This is an optimization exercise on Yosys and OpenROAD, whose aim is small area, not a production implementation. Function was checked by simulation only, so behaviour that the tests miss may differ from the original. No activity file was given, so power comes from the tool's default toggle rates.

==> flow/design.v (excerpt) <==
module ES_top(
    input wire clk_t,
    input wire clr_t,
    input wire [7:0] sw_t,
    input wire [1:0] dip_t,
    input wire [9:0] ad_data_t,
    output wire clk_1kHz_t,
    output wire [7:0] seg_left_t,
    output wire [7:0] seg_right_t,
    output wire [3:0] an_left_t,
    output wire [3:0] an_right_t,
    output wire [13:0] dac_sum_t,
    input wire btn_up_t,
    input wire btn_down_t,
    input wire [1:0] waveform_sel_t,
    input wire mode_sel_t
    );
Size in the first run: about 1400 cells after synthesis, ~150 flip-flops, about 0.010 mm^2 of cells after synthesis.
==> flow/config.mk <==
export PLATFORM = sky130hd
export DESIGN_NAME = ES_top
export DESIGN_NICKNAME = ES_top
export VERILOG_FILES = /design/flow/design.v
export SDC_FILE = /design/flow/constraint.sdc
export NUM_CORES = 8
export LEC_CHECK = 0
export ABC_AREA = 1
export CAP_MARGIN = 20
export CORE_MARGIN = 2
export CORE_UTILIZATION = 60
export SLEW_MARGIN = 20
==> flow/constraint.sdc <==
create_clock -name core_clock -period 300.0 [get_ports {clk_t}]
set_input_delay 60.0000 -clock core_clock [delete_from_list [all_inputs] [get_ports {clk_t}]]
set_output_delay 60.0000 -clock core_clock [all_outputs]
set_load 0.01 [all_outputs]
standard.sh (not shown) runs the stock make flow with config.mk's settings and CLKGATE_MAP_FILE= SYNTH_SCRIPT=/design/flow/synth_recipe.tcl, a recipe that flattens the netlist after the stock synthesis.
==> flow/flow/run.sh <==
#!/bin/bash
# Own layout flow: the standard layout (standard.sh, all steps) with
# these changes:
#  - synthesis: the standard flow's synthesis script, but ABC runs an area-oriented
#    script (flow/synth.tcl, flow/abc.script: &deepsyn, then amap) with no
#    delay target, and Yosys's full-adder extraction is off (ADDER_MAP_FILE
#    empty); the registers are the same as the standard synthesis's;
#  - every input and output port is buffered with buf_1;
#  - clock tree: clkbuf_8 buffers, no dummy loads.
# Each tool writes its log under orfs/logs/; make's own output goes to
# flow_make.log in the work folder.
set -euo pipefail
W=$(pwd)
bash "$W/standard.sh" \
  "SYNTH_SCRIPT=$W/flow/synth.tcl" \
  "ADDER_MAP_FILE=" \
  "BUFFER_PORTS_ARGS=-buffer_cell sky130_fd_sc_hd__buf_1" \
  "CTS_ARGS=-sink_clustering_enable -repair_clock_nets -buf_list sky130_fd_sc_hd__clkbuf_8 -dont_use_dummy_load" \
  finish > "$W/flow_make.log" 2>&1
==> flow/flow/abc.script <==
strash
&get -n
&deepsyn -S 1 -T 120
&put
dch
amap -F 4 -A 8
strash
&get -n
&deepsyn -T 60 -S 3
&put
dch
amap -F 4 -A 8
topo
==> flow/flow/synth.tcl <==
# The standard flow's synthesis script (synth_recipe.tcl) with one change: ABC runs the
# area script abc.script (beside this file) and gets no delay target.
proc synth {args} { yosys synth -nofsm -noshare {*}$args }
proc abc {args} {
  set i [lsearch -exact $args -script]
  if {$i >= 0} { set args [lreplace $args $i [expr {$i + 1}] -script $::own_abc_script] }
  set j [lsearch -exact $args -D]
  if {$j >= 0} { set args [lreplace $args $j [expr {$j + 1}]] }
  yosys abc {*}$args
}
set ::own_abc_script [file join [file dirname [file normalize [info script]]] abc.script]
source $::env(SCRIPTS_DIR)/synth.tcl
# left out here: clear keep_hierarchy, flatten, clean up, hide names made inside functions, write 1_2_yosys.v
The starting point finished with timing, DRC and antenna clean.
==> next run, changes <==
--- a/flow/flow/run.sh
+++ b/flow/flow/run.sh
@@ -17,3 +17,3 @@
   "BUFFER_PORTS_ARGS=-buffer_cell sky130_fd_sc_hd__buf_1" \
-  "CTS_ARGS=-sink_clustering_enable -repair_clock_nets -buf_list sky130_fd_sc_hd__clkbuf_8 -dont_use_dummy_load" \
+  "CTS_ARGS=-sink_clustering_enable -repair_clock_nets -root_buf sky130_fd_sc_hd__clkbuf_16 -buf_list sky130_fd_sc_hd__clkbuf_8 -dont_use_dummy_load -sink_buffer_max_cap_derate 2.0" \
   finish > "$W/flow_make.log" 2>&1
==> flow/flow/abc.script (replaced) <==
strash
dch
amap -F 4 -A 8
topo
Result: This time the run stopped in clock tree synthesis (4_1_cts). Area after synthesis rose by 5.2%. Synthesized cell count goes up by 8.0%.
==> next run, changes <==
--- a/flow/flow/run.sh
+++ b/flow/flow/run.sh
@@ -17,3 +17,3 @@
   "BUFFER_PORTS_ARGS=-buffer_cell sky130_fd_sc_hd__buf_1" \
-  "CTS_ARGS=-sink_clustering_enable -repair_clock_nets -root_buf sky130_fd_sc_hd__clkbuf_16 -buf_list sky130_fd_sc_hd__clkbuf_8 -dont_use_dummy_load -sink_buffer_max_cap_derate 2.0" \
+  "CTS_ARGS=-sink_clustering_enable -repair_clock_nets -buf_list sky130_fd_sc_hd__clkbuf_8 -dont_use_dummy_load" \
   finish > "$W/flow_make.log" 2>&1
Settings changed: CORE_UTILIZATION 60 to 75, PLACE_DENSITY set to 0.8.
=> With this change the flow produced a clean layout. Synthesized area stays the same. Synthesized cell count does not change.
==> next run, changes <==
--- a/flow/flow/run.sh
+++ b/flow/flow/run.sh
@@ -16,2 +16,3 @@
   "ADDER_MAP_FILE=" \
+  "SYNTH_INSBUF=0" \
   "BUFFER_PORTS_ARGS=-buffer_cell sky130_fd_sc_hd__buf_1" \
Settings changed: CORE_UTILIZATION 75 to 60, GPL_TIMING_DRIVEN set to 0, PLACE_DENSITY 0.8 to not set.
Result:
- total power is lower by 1.8%
- non-clock buffer count is lower by 7
- worst hold slack gains 6.5 ps
- setup slack is worse by 690 ps
- maximum frequency goes down by 0.52%
- clock skew increases by 7.9 ps

[static timing again, ports no longer ideal]
In the flow no input, the clock included, has a driving cell. The finished layouts below were timed again as built, in two steps.
Step 1 assumes that a clkbuf_16 drives the clock port and a buf_2 every other input.
Step 2 times the ports against the registers' clock, not the clock port: input delays grow and output delays shrink by t, the midpoint of the rising clock arrivals with the driver on.
Slacks: ideal ports / drivers / drivers and shift; pairs: ideal ports / drivers.
run	t (ns)	slack for setup (ns)	slew at the worst register clock pin (ns)
the first run	0.483	170.260 / 170.198 / 170.198	0.09 / 0.09
the third run	0.493	166.864 / 166.841 / 166.841	0.09 / 0.09
the fourth run	0.482	166.172 / 166.140 / 166.140	0.10 / 0.10
After both steps setup and hold are still met in every run listed. The setup slack of the first run, which loses most, moves by -0.062 ns with the drivers and by -0.062 ns with both steps.
